Source: an optimization exercise on an open RTL-to-GDS flow (aim: small area and a short achievable clock period). Production flows keep margins and buffers that such runs may drop.
In this exercise RTL edits were held to simulation tests only and were not proved equivalent to the original.

// Algorithmic_Multiplier
module Algorithmic_Multiplier(
    input signed [15:0] b0, b1, b2, b3,
    input signed [15:0] x0, x1, x2, x3,
    input clk,
    output signed [15:0] y0, y1, y2, y3
);
Size: about 3,600 cells after synthesis, ~560 flip-flops, ~190 I/O pins, about 42,000 um^2 of cells after synthesis.
clock: 21.0 ns
lec_check: 0
cap_margin: 20
core_margin: 2
core_utilization: 70
cts_cluster_diameter: 80
cts_cluster_size: 25
slew_margin: 20
synth_hierarchical: 1
synth_minimum_keep_size: 0
standard.sh (not shown) runs the stock make flow with config.mk's settings and CLKGATE_MAP_FILE= SYNTH_SCRIPT=/design/flow/synth_recipe.tcl, a recipe that flattens the netlist after the stock synthesis.
==> flow/flow/run.sh <==
#!/bin/bash
# Standard ORFS layout, with the port buffers chosen here (flow/ports.tcl) and timing repair
# aimed at a period well below the design's, so that it sizes the critical paths.
set -euo pipefail
W=$PWD
export DONT_BUFFER_PORTS=1
export PRE_GLOBAL_PLACE_TCL=$W/flow/ports.tcl
export SKIP_BUFFER_REMOVAL=1
export SETUP_SLACK_MARGIN=15.75
export CTS_ARGS="-sink_clustering_enable -repair_clock_nets -sink_clustering_size 25 -sink_clustering_max_diameter 80 -dont_use_dummy_load"
bash standard.sh > $W/standard_make.log 2>&1
==> flow/flow/ports.tcl <==
# Buffer every input and output port (as the standard flow does), with small buffers on the
# inputs and a stronger one on the outputs, and keep those buffers through timing repair.
# Synthesis' pass-through buffers (flip-flop to output port) go first.
remove_buffers
buffer_ports -inputs -buffer_cell sky130_fd_sc_hd__buf_1
buffer_ports -outputs -buffer_cell sky130_fd_sc_hd__buf_4
# connect the new buffers to the power grid before they are marked don't-touch
global_connect
set kept 0
foreach bt [[ord::get_db_block] getBTerms] {
  set net [$bt getNet]
  if {[$net getSigType] eq "CLOCK" || [$bt getName] eq "clk"} { continue }
  foreach it [$net getITerms] {
    set inst [$it getInst]
    if {[string match "sky130_fd_sc_hd__buf_*" [[$inst getMaster] getName]]} {
      $inst setDoNotTouch 1
      incr kept
    }
  }
}
puts "port buffers kept: $kept"
Next try:
==> flow/flow/run.sh (replaced) <==
#!/bin/bash
# Standard ORFS layout, with the port buffers chosen here (flow/ports.tcl) and timing repair
# aimed at a period well below the design's, so that it sizes the critical paths; the output
# flip-flops are moved next to their port buffers after global placement (flow/outflops.tcl).
set -euo pipefail
W=$PWD
export DONT_BUFFER_PORTS=1
export PRE_GLOBAL_PLACE_TCL=$W/flow/ports.tcl
export POST_GLOBAL_PLACE_TCL=$W/flow/outflops.tcl
export SKIP_BUFFER_REMOVAL=1
export SETUP_SLACK_MARGIN=15.7
export CTS_ARGS="-sink_clustering_enable -repair_clock_nets -sink_clustering_size 18 -sink_clustering_max_diameter 55 -dont_use_dummy_load -sink_clustering_buffer sky130_fd_sc_hd__clkbuf_8"
bash standard.sh > $W/standard_make.log 2>&1
==> flow/flow/outflops.tcl (new file) <==
# Move each output flip-flop next to its output port buffer, so that the flip-flop drives a short
# wire; detailed placement legalizes the moved cells afterwards.
set block [ord::get_db_block]
set moved 0
foreach bt [$block getBTerms] {
  if {[$bt getIoType] ne "OUTPUT"} { continue }
  set pnet [$bt getNet]
  set buf ""
  foreach it [$pnet getITerms] { if {[$it isOutputSignal]} { set buf [$it getInst] } }
  if {$buf eq ""} { continue }
  set inet [[$buf findITerm A] getNet]
  foreach it [$inet getITerms] {
    if {[$it isOutputSignal]} {
      set ff [$it getInst]
      if {[string match "*dfxtp*" [[$ff getMaster] getName]]} {
        set loc [$buf getLocation]
        $ff setLocation [lindex $loc 0] [lindex $loc 1]
        incr moved
      }
    }
  }
}
puts "output flip-flops moved: $moved"
First-iteration DRC count decreases by about 7%.
Sequential share of layout area hardly moves.
Critical path depth does not change.
Next try:
==> flow/flow/run.sh (replaced) <==
#!/bin/bash
# Standard ORFS layout, with the port buffers chosen here (flow/ports.tcl) and timing repair
# aimed at a period well below the design's, so that it sizes the critical paths.
set -euo pipefail
W=$PWD
export DONT_BUFFER_PORTS=1
export PRE_GLOBAL_PLACE_TCL=$W/flow/ports.tcl
export SKIP_BUFFER_REMOVAL=1
export SETUP_SLACK_MARGIN=15.7
export CTS_ARGS="-sink_clustering_enable -repair_clock_nets -sink_clustering_size 18 -sink_clustering_max_diameter 55 -dont_use_dummy_load -sink_clustering_buffer sky130_fd_sc_hd__clkbuf_8"
bash standard.sh > $W/standard_make.log 2>&1
- PLACE_DENSITY: unset -> 0.75
removed: flow/flow/outflops.tcl
Global-route usage is lower by 0.38 points.
Wire length is lower by 1.2%.
Synthesized cell count is unchanged.
Sequential share of layout area is higher by 0.13 points.
Next try:
--- a/flow/flow/run.sh
+++ b/flow/flow/run.sh
@@ -6,4 +6,5 @@
 export DONT_BUFFER_PORTS=1
 export PRE_GLOBAL_PLACE_TCL=$W/flow/ports.tcl
+export POST_GLOBAL_PLACE_TCL=$W/flow/outflops.tcl
 export SKIP_BUFFER_REMOVAL=1
 export SETUP_SLACK_MARGIN=15.7
==> flow/flow/outflops.tcl (new file) <==
# Move each output flip-flop next to its output port buffer, so that the flip-flop drives a short
# wire; detailed placement legalizes the moved cells afterwards.
set block [ord::get_db_block]
set moved 0
foreach bt [$block getBTerms] {
  if {[$bt getIoType] ne "OUTPUT"} { continue }
  set pnet [$bt getNet]
  set buf ""
  foreach it [$pnet getITerms] { if {[$it isOutputSignal]} { set buf [$it getInst] } }
  if {$buf eq ""} { continue }
  set inet [[$buf findITerm A] getNet]
  foreach it [$inet getITerms] {
    if {[$it isOutputSignal]} {
      set ff [$it getInst]
      if {[string match "*dfxtp*" [[$ff getMaster] getName]]} {
        set loc [$buf getLocation]
        $ff setLocation [lindex $loc 0] [lindex $loc 1]
        incr moved
      }
    }
  }
}
puts "output flip-flops moved: $moved"
- PLACE_DENSITY: 0.75 -> unset
Outcome: The changed run produced a clean layout; worst hold slack stays flat; count of clock-buffer cells in the layout does not change.
Next try:
==> flow/flow/run.sh (replaced) <==
#!/bin/bash
# Standard ORFS layout, with the port buffers chosen here (flow/ports.tcl) and timing repair
# aimed at a period well below the design's, so that it sizes the critical paths.
set -euo pipefail
W=$PWD
export DONT_BUFFER_PORTS=1
export PRE_GLOBAL_PLACE_TCL=$W/flow/ports.tcl
export SKIP_BUFFER_REMOVAL=1
export SETUP_SLACK_MARGIN=15.7
export CTS_ARGS="-sink_clustering_enable -repair_clock_nets -sink_clustering_size 25 -sink_clustering_max_diameter 80 -dont_use_dummy_load"
bash standard.sh > $W/standard_make.log 2>&1
removed: flow/flow/outflops.tcl
The changed run produced a clean layout.
Utilization stays flat.
Die area stays the same.
Sequential share of layout area stays flat.
Setup slack degrades by 0.059 ns.
Cell area is about the same.
Maximum frequency went down by 1.1%.
Wire length stays flat.


Another version of the RTL of Algorithmic_Multiplier (not shown whole).
Size in the first run: roughly 0.043 mm² of cells after synthesis.
clock: 21.0 ns
lec_check: 0
cap_margin: 20
core_margin: 2
core_utilization: 70
cts_cluster_diameter: 80
cts_cluster_size: 25
slew_margin: 20
synth_hierarchical: 1
synth_minimum_keep_size: 0
==> flow/flow/run.sh <==
#!/bin/bash
# Standard ORFS layout, with the port buffers chosen here (flow/ports.tcl) and timing repair
# aimed at a period well below the design's, so that it sizes the critical paths.
set -euo pipefail
W=$PWD
export DONT_BUFFER_PORTS=1
export PRE_GLOBAL_PLACE_TCL=$W/flow/ports.tcl
export SKIP_BUFFER_REMOVAL=1
export SETUP_SLACK_MARGIN=15.75
export CTS_ARGS="-sink_clustering_enable -repair_clock_nets -sink_clustering_size 25 -sink_clustering_max_diameter 80 -dont_use_dummy_load"
bash standard.sh > $W/standard_make.log 2>&1
==> flow/flow/ports.tcl <==
# Buffer every input and output port (as the standard flow does), with small buffers on the
# inputs and buf_2 on the outputs, and keep those buffers through timing repair.
# Synthesis' pass-through buffers (flip-flop to output port) go first.
remove_buffers
buffer_ports -inputs -buffer_cell sky130_fd_sc_hd__buf_1
buffer_ports -outputs -buffer_cell sky130_fd_sc_hd__buf_2
# connect the new buffers to the power grid before they are marked don't-touch
global_connect
set kept 0
foreach bt [[ord::get_db_block] getBTerms] {
  set net [$bt getNet]
  if {[$net getSigType] eq "CLOCK" || [$bt getName] eq "clk"} { continue }
  foreach it [$net getITerms] {
    set inst [$it getInst]
    if {[string match "sky130_fd_sc_hd__buf_*" [[$inst getMaster] getName]]} {
      $inst setDoNotTouch 1
      incr kept
    }
  }
}
puts "port buffers kept: $kept"
The first run finished with timing, DRC and antenna clean.
Change:
--- a/flow/flow/run.sh
+++ b/flow/flow/run.sh
@@ -9 +9 @@
-export SETUP_SLACK_MARGIN=15.75
+export SETUP_SLACK_MARGIN=15.8
--- a/flow/flow/ports.tcl
+++ b/flow/flow/ports.tcl
@@ -2 +2 @@
-# inputs and buf_2 on the outputs, and keep those buffers through timing repair.
+# inputs and a stronger one on the outputs, and keep those buffers through timing repair.
@@ -6 +6 @@
-buffer_ports -outputs -buffer_cell sky130_fd_sc_hd__buf_2
+buffer_ports -outputs -buffer_cell sky130_fd_sc_hd__buf_4
Outcome: The changed run finished with timing, DRC and antenna clean; utilization increases by 0.11 points; sequential share of layout area goes down by 0.12 points; cell count is about the same; synthesized area stays the same; flip-flop and latch count stays the same; die area does not change.
Change:
--- a/flow/flow/run.sh
+++ b/flow/flow/run.sh
@@ -9,2 +9,2 @@
-export SETUP_SLACK_MARGIN=15.8
-export CTS_ARGS="-sink_clustering_enable -repair_clock_nets -sink_clustering_size 25 -sink_clustering_max_diameter 80 -dont_use_dummy_load"
+export SETUP_SLACK_MARGIN=15.75
+export CTS_ARGS="-sink_clustering_enable -repair_clock_nets -sink_clustering_size 30 -sink_clustering_max_diameter 100 -dont_use_dummy_load"
Final cell count came out lower slightly.
Utilization is lower by 0.64 points.
Cell area is lower slightly.
Count of clock-buffer cells in the layout is lower by 8.
Routed wire length fell slightly.
Change:
--- a/flow/flow/run.sh
+++ b/flow/flow/run.sh
@@ -10 +10 @@
-export CTS_ARGS="-sink_clustering_enable -repair_clock_nets -sink_clustering_size 30 -sink_clustering_max_diameter 100 -dont_use_dummy_load"
+export CTS_ARGS="-sink_clustering_enable -repair_clock_nets -sink_clustering_size 25 -sink_clustering_max_diameter 80 -dont_use_dummy_load"
- CORE_UTILIZATION: 70 -> 65
The changed run produced a clean layout. Count of clock-buffer cells in the layout went up by 10. Hold slack gets better by 0.024 ns. Routed wire length came out lower slightly.
Change:
--- a/flow/flow/run.sh
+++ b/flow/flow/run.sh
@@ -9 +9 @@
-export SETUP_SLACK_MARGIN=15.75
+export SETUP_SLACK_MARGIN=15.8
- CORE_UTILIZATION: 65 -> 80
Effect:
- register-to-register slack gets worse by 0.61 ns
- via count rises by 12%
- utilization rises by 17 points
- hold slack gets better by 0.0059 ns
- wire length rises by 15%
- final area hardly moves
- clock skew stays flat
- cell count falls by 3.3%


Another version of the RTL of Algorithmic_Multiplier (not shown whole).
Size in the first run: roughly 3,500 cells after synthesis, ~550 flip-flops, ~190 I/O pins.
// Algorithmic_Multiplier
module Algorithmic_Multiplier(
    input signed [15:0] b0, b1, b2, b3,
    input signed [15:0] x0, x1, x2, x3,
    input clk,
    output signed [15:0] y0, y1, y2, y3
);
clock: 21.0 ns
lec_check: 0
cap_margin: 20
core_margin: 2
core_utilization: 40
slew_margin: 20
synth_hierarchical: 1
synth_minimum_keep_size: 0
==> flow/flow/run.sh <==
#!/bin/bash
# Standard ORFS layout, with the port buffers chosen here instead of by buffer_ports' default.
set -euo pipefail
W=$PWD
export DONT_BUFFER_PORTS=1
export PRE_GLOBAL_PLACE_TCL=$W/flow/ports.tcl
bash standard.sh > $W/standard_make.log 2>&1
==> flow/flow/ports.tcl <==
# Buffer every input and output port: small buffers on the inputs, a stronger one on the outputs.
buffer_ports -inputs -buffer_cell sky130_fd_sc_hd__buf_1
buffer_ports -outputs -buffer_cell sky130_fd_sc_hd__buf_4
Edit:
==> flow/run.sh (new file) <==
#!/bin/bash
# synth_recipe.tcl (not shown) runs the flow's synth.tcl, then flattens the netlist and writes it again
# the make line also repeats each setting of config.mk as NAME=value (left out here)
make -C /OpenROAD-flow-scripts/flow DESIGN_CONFIG=/design/flow/config.mk WORK_HOME=/design/flow/orfs CLKGATE_MAP_FILE= SYNTH_SCRIPT=/design/flow/synth_recipe.tcl finish
removed: flow/flow/run.sh
removed: flow/flow/ports.tcl
removed: flow/standard.sh
Worst setup slack gets better by 0.0068 ns.
Clock-buffer cell count came out higher by 6.


Setup of run A:
RTL: one of the versions met above, not the one the previous note started from.
For scale: roughly 3600 cells after synthesis, roughly 560 flip-flops.
Design Algorithmic_Multiplier, start of the top module:
module Algorithmic_Multiplier(
    input signed [15:0] b0, b1, b2, b3,
    input signed [15:0] x0, x1, x2, x3,
    input clk,
    output signed [15:0] y0, y1, y2, y3
);
    reg [15:0] xr0, xr1, xr2, xr3, br0, br1, br2, br3;
    always @(posedge clk) begin
        xr0 <= x0; xr1 <= x1; xr2 <= x2; xr3 <= x3;
        br0 <= b0; br1 <= b1; br2 <= b2; br3 <= b3;
    end
    reg xr0_10_r1;
    reg xr0_11_r1;
    reg xr0_12_r1;
    reg xr0_13_r1;
    reg xr0_14_r1;
    reg xr1_10_r1;
    reg xr1_11_r1;
    reg xr1_12_r1;
    reg xr1_13_r1;
    reg xr1_14_r1;
    reg xr2_10_r1;
    reg xr2_11_r1;
    reg xr2_12_r1;
    reg xr2_13_r1;
    reg xr2_14_r1;
    reg xr3_10_r1;
    reg xr3_11_r1;
    reg xr3_12_r1;
    reg xr3_13_r1;
    reg xr3_14_r1;
    reg br0_10_r1;
    reg br0_11_r1;
    reg br0_12_r1;
    reg br0_13_r1;
    reg br0_14_r1;
    reg br1_10_r1;
    reg br1_11_r1;
    reg br1_12_r1;
    reg br1_13_r1;
    reg br1_14_r1;
    reg br2_10_r1;
    reg br2_11_r1;
    reg br2_12_r1;
    reg br2_13_r1;
    reg br2_14_r1;
    reg br3_10_r1;
    reg br3_11_r1;
    reg br3_12_r1;
    reg br3_13_r1;
    reg br3_14_r1;
    reg p1_r1;
    reg x121_r1;
    reg x127_r1;
    reg x127_r2;
    reg x136_r1;
    reg x136_r2;
    reg x148_r1;
    reg x148_r2;
    reg x163_r1;
    reg x163_r2;
    reg x181_r1;
    reg x181_r2;
    reg x202_r1;
    reg x202_r2;
    reg x226_r1;
    reg x226_r2;
    reg x253_r1;
    reg x253_r2;
    reg oc254_r1;
    reg fc278_r1;
    reg fs280_r1;
    reg fc281_r1;
    reg x283_r2;
    reg fs310_r1;
    reg fc311_r1;
    reg x316_r2;
    reg fs346_r1;
    reg fc347_r1;
    reg x352_r2;
    reg fs385_r1;
    reg x391_r2;
    reg x418_r1;
    reg x420_r2;
    reg p421_r1;
    reg x541_r1;
    reg x547_r1;
    reg x547_r2;
    reg x556_r1;
    reg x556_r2;
    reg x568_r1;
    reg x568_r2;
    reg x583_r1;
    reg x583_r2;
    reg x601_r1;
    reg x601_r2;
    reg x622_r1;
    reg x622_r2;
    reg x646_r1;
    reg x646_r2;
    reg x673_r1;
    reg x673_r2;
    reg oc674_r1;
    reg fc698_r1;
    reg fs700_r1;
    reg fc701_r1;
    reg x703_r2;
    reg fs730_r1;
    reg fc731_r1;
  ...
clock: 21.0 ns
lec_check: 0
cap_margin: 20
core_margin: 2
core_utilization: 70
cts_cluster_diameter: 80
cts_cluster_size: 25
slew_margin: 20
synth_hierarchical: 1
synth_minimum_keep_size: 0
==> flow/flow/run.sh <==
#!/bin/bash
# Standard ORFS layout, with the port buffers chosen here (flow/ports.tcl) and timing repair
# aimed at a period well below the design's, so that it sizes the critical paths.
set -euo pipefail
W=$PWD
export DONT_BUFFER_PORTS=1
export PRE_GLOBAL_PLACE_TCL=$W/flow/ports.tcl
export SKIP_BUFFER_REMOVAL=1
export SETUP_SLACK_MARGIN=15.7
export CTS_ARGS="-sink_clustering_enable -repair_clock_nets -sink_clustering_size 20 -sink_clustering_max_diameter 60 -dont_use_dummy_load -sink_clustering_buffer sky130_fd_sc_hd__clkbuf_8"
bash standard.sh > $W/standard_make.log 2>&1
==> flow/flow/ports.tcl <==
# Buffer every input and output port (as the standard flow does), with small buffers on the
# inputs and a stronger one on the outputs, and keep those buffers through timing repair.
# Synthesis' pass-through buffers (flip-flop to output port) go first.
remove_buffers
buffer_ports -inputs -buffer_cell sky130_fd_sc_hd__buf_1
buffer_ports -outputs -buffer_cell sky130_fd_sc_hd__buf_4
# connect the new buffers to the power grid before they are marked don't-touch
global_connect
set kept 0
foreach bt [[ord::get_db_block] getBTerms] {
  set net [$bt getNet]
  if {[$net getSigType] eq "CLOCK" || [$bt getName] eq "clk"} { continue }
  foreach it [$net getITerms] {
    set inst [$it getInst]
    if {[string match "sky130_fd_sc_hd__buf_*" [[$inst getMaster] getName]]} {
      $inst setDoNotTouch 1
      incr kept
    }
  }
}
puts "port buffers kept: $kept"
diff inputs: run A => run B
--- a/flow/flow/run.sh
+++ b/flow/flow/run.sh
@@ -8,3 +8,3 @@
 export SKIP_BUFFER_REMOVAL=1
-export SETUP_SLACK_MARGIN=15.7
+export SETUP_SLACK_MARGIN=15.75
 export CTS_ARGS="-sink_clustering_enable -repair_clock_nets -sink_clustering_size 20 -sink_clustering_max_diameter 60 -dont_use_dummy_load -sink_clustering_buffer sky130_fd_sc_hd__clkbuf_8"
## What came out
Per the final summary, run A finished and its layout is clean on timing, DRC and antenna.
Run B went all the way through synthesis, placement and routing and the layout is clean on timing, DRC and antenna.
For number of vias per cell, run A and run B come out practically identical.
Run B ends up with a wire length that is 650 microns higher than in run A.
Per the comparison of run B with run A, non-clock buffer count went up by about 4%.
--- input diff run B..run C ---
--- a/flow/flow/run.sh
+++ b/flow/flow/run.sh
@@ -8,4 +8,4 @@
 export SKIP_BUFFER_REMOVAL=1
-export SETUP_SLACK_MARGIN=15.75
-export CTS_ARGS="-sink_clustering_enable -repair_clock_nets -sink_clustering_size 20 -sink_clustering_max_diameter 60 -dont_use_dummy_load -sink_clustering_buffer sky130_fd_sc_hd__clkbuf_8"
+export SETUP_SLACK_MARGIN=15.7
+export CTS_ARGS="-sink_clustering_enable -repair_clock_nets -sink_clustering_size 18 -sink_clustering_max_diameter 55 -dont_use_dummy_load -sink_clustering_buffer sky130_fd_sc_hd__clkbuf_8"
 bash standard.sh > $W/standard_make.log 2>&1
### Flow results
- Run C went all the way through the flow, and no timing, DRC or antenna check failed.
- Fmax (run C over run B): increase, 0.0014 GHz
- Fraction of area in multi-input gates: run C vs run B down 0.33 points
- Compared with run B, in run C design area was more or less identical, wire length was more or less identical.
- NOTE non-clock buffer count run B->run C increased by a few percent
- Worst clock skew was lower in the run labelled run C.
- Layout overhead on the synthesized area: run C higher than run B

-- what the ideal ports hide --
In the flow no input, the clock included, has a driving cell. The finished layouts below were timed again as built, in two steps. Step 1 sets driving cells, clkbuf_16 on the clock port and buf_2 on the other inputs (assumed; they add their load-dependent delay and slew). Step 2, shift: input delay + t, output delay - t, t = (earliest + latest rising clock arrival at the registers) / 2. This alone moves slack from input paths to output paths. Three values: no drivers, after step 1, after step 2; two values: the first two.
run | t (ns) | slack for setup (ns) | clock arrival spread, ns
the first run of note 1 | 0.635 | 15.678 / 15.610 / 15.752 | 0.063 / 0.063
the second run of note 1 | 0.632 | 15.734 / 15.668 / 15.785 | 0.076 / 0.076
the third run of note 1 | 0.643 | 15.670 / 15.604 / 15.826 | 0.057 / 0.057
the fourth run of note 1 | 0.632 | 15.734 / 15.668 / 15.785 | 0.076 / 0.076
the fifth run of note 1 | 0.635 | 15.674 / 15.606 / 15.756 | 0.065 / 0.065
the first run of note 2 | 0.631 | 15.729 / 15.663 / 15.855 | 0.053 / 0.054
the second run of note 2 | 0.622 | 15.717 / 15.652 / 15.860 | 0.081 / 0.080
the third run of note 2 | 0.693 | 15.609 / 15.543 / 15.759 | 0.084 / 0.085
the fourth run of note 2 | 0.639 | 15.704 / 15.635 / 15.778 | 0.061 / 0.061
the fifth run of note 2 | 0.660 | 15.175 / 15.175 / 15.175 | 0.059 / 0.059
the first run of note 3 | 0.709 | 14.971 / 14.971 / 14.971 | 0.056 / 0.055
the second run of note 3 | 0.716 | 14.977 / 14.977 / 14.977 | 0.047 / 0.047
run A | 0.631 | 15.677 / 15.609 / 15.737 | 0.083 / 0.082
run B | 0.629 | 15.681 / 15.613 / 15.763 | 0.084 / 0.083
run C | 0.635 | 15.719 / 15.654 / 15.798 | 0.072 / 0.073
After both steps setup and hold are still met in every run listed.
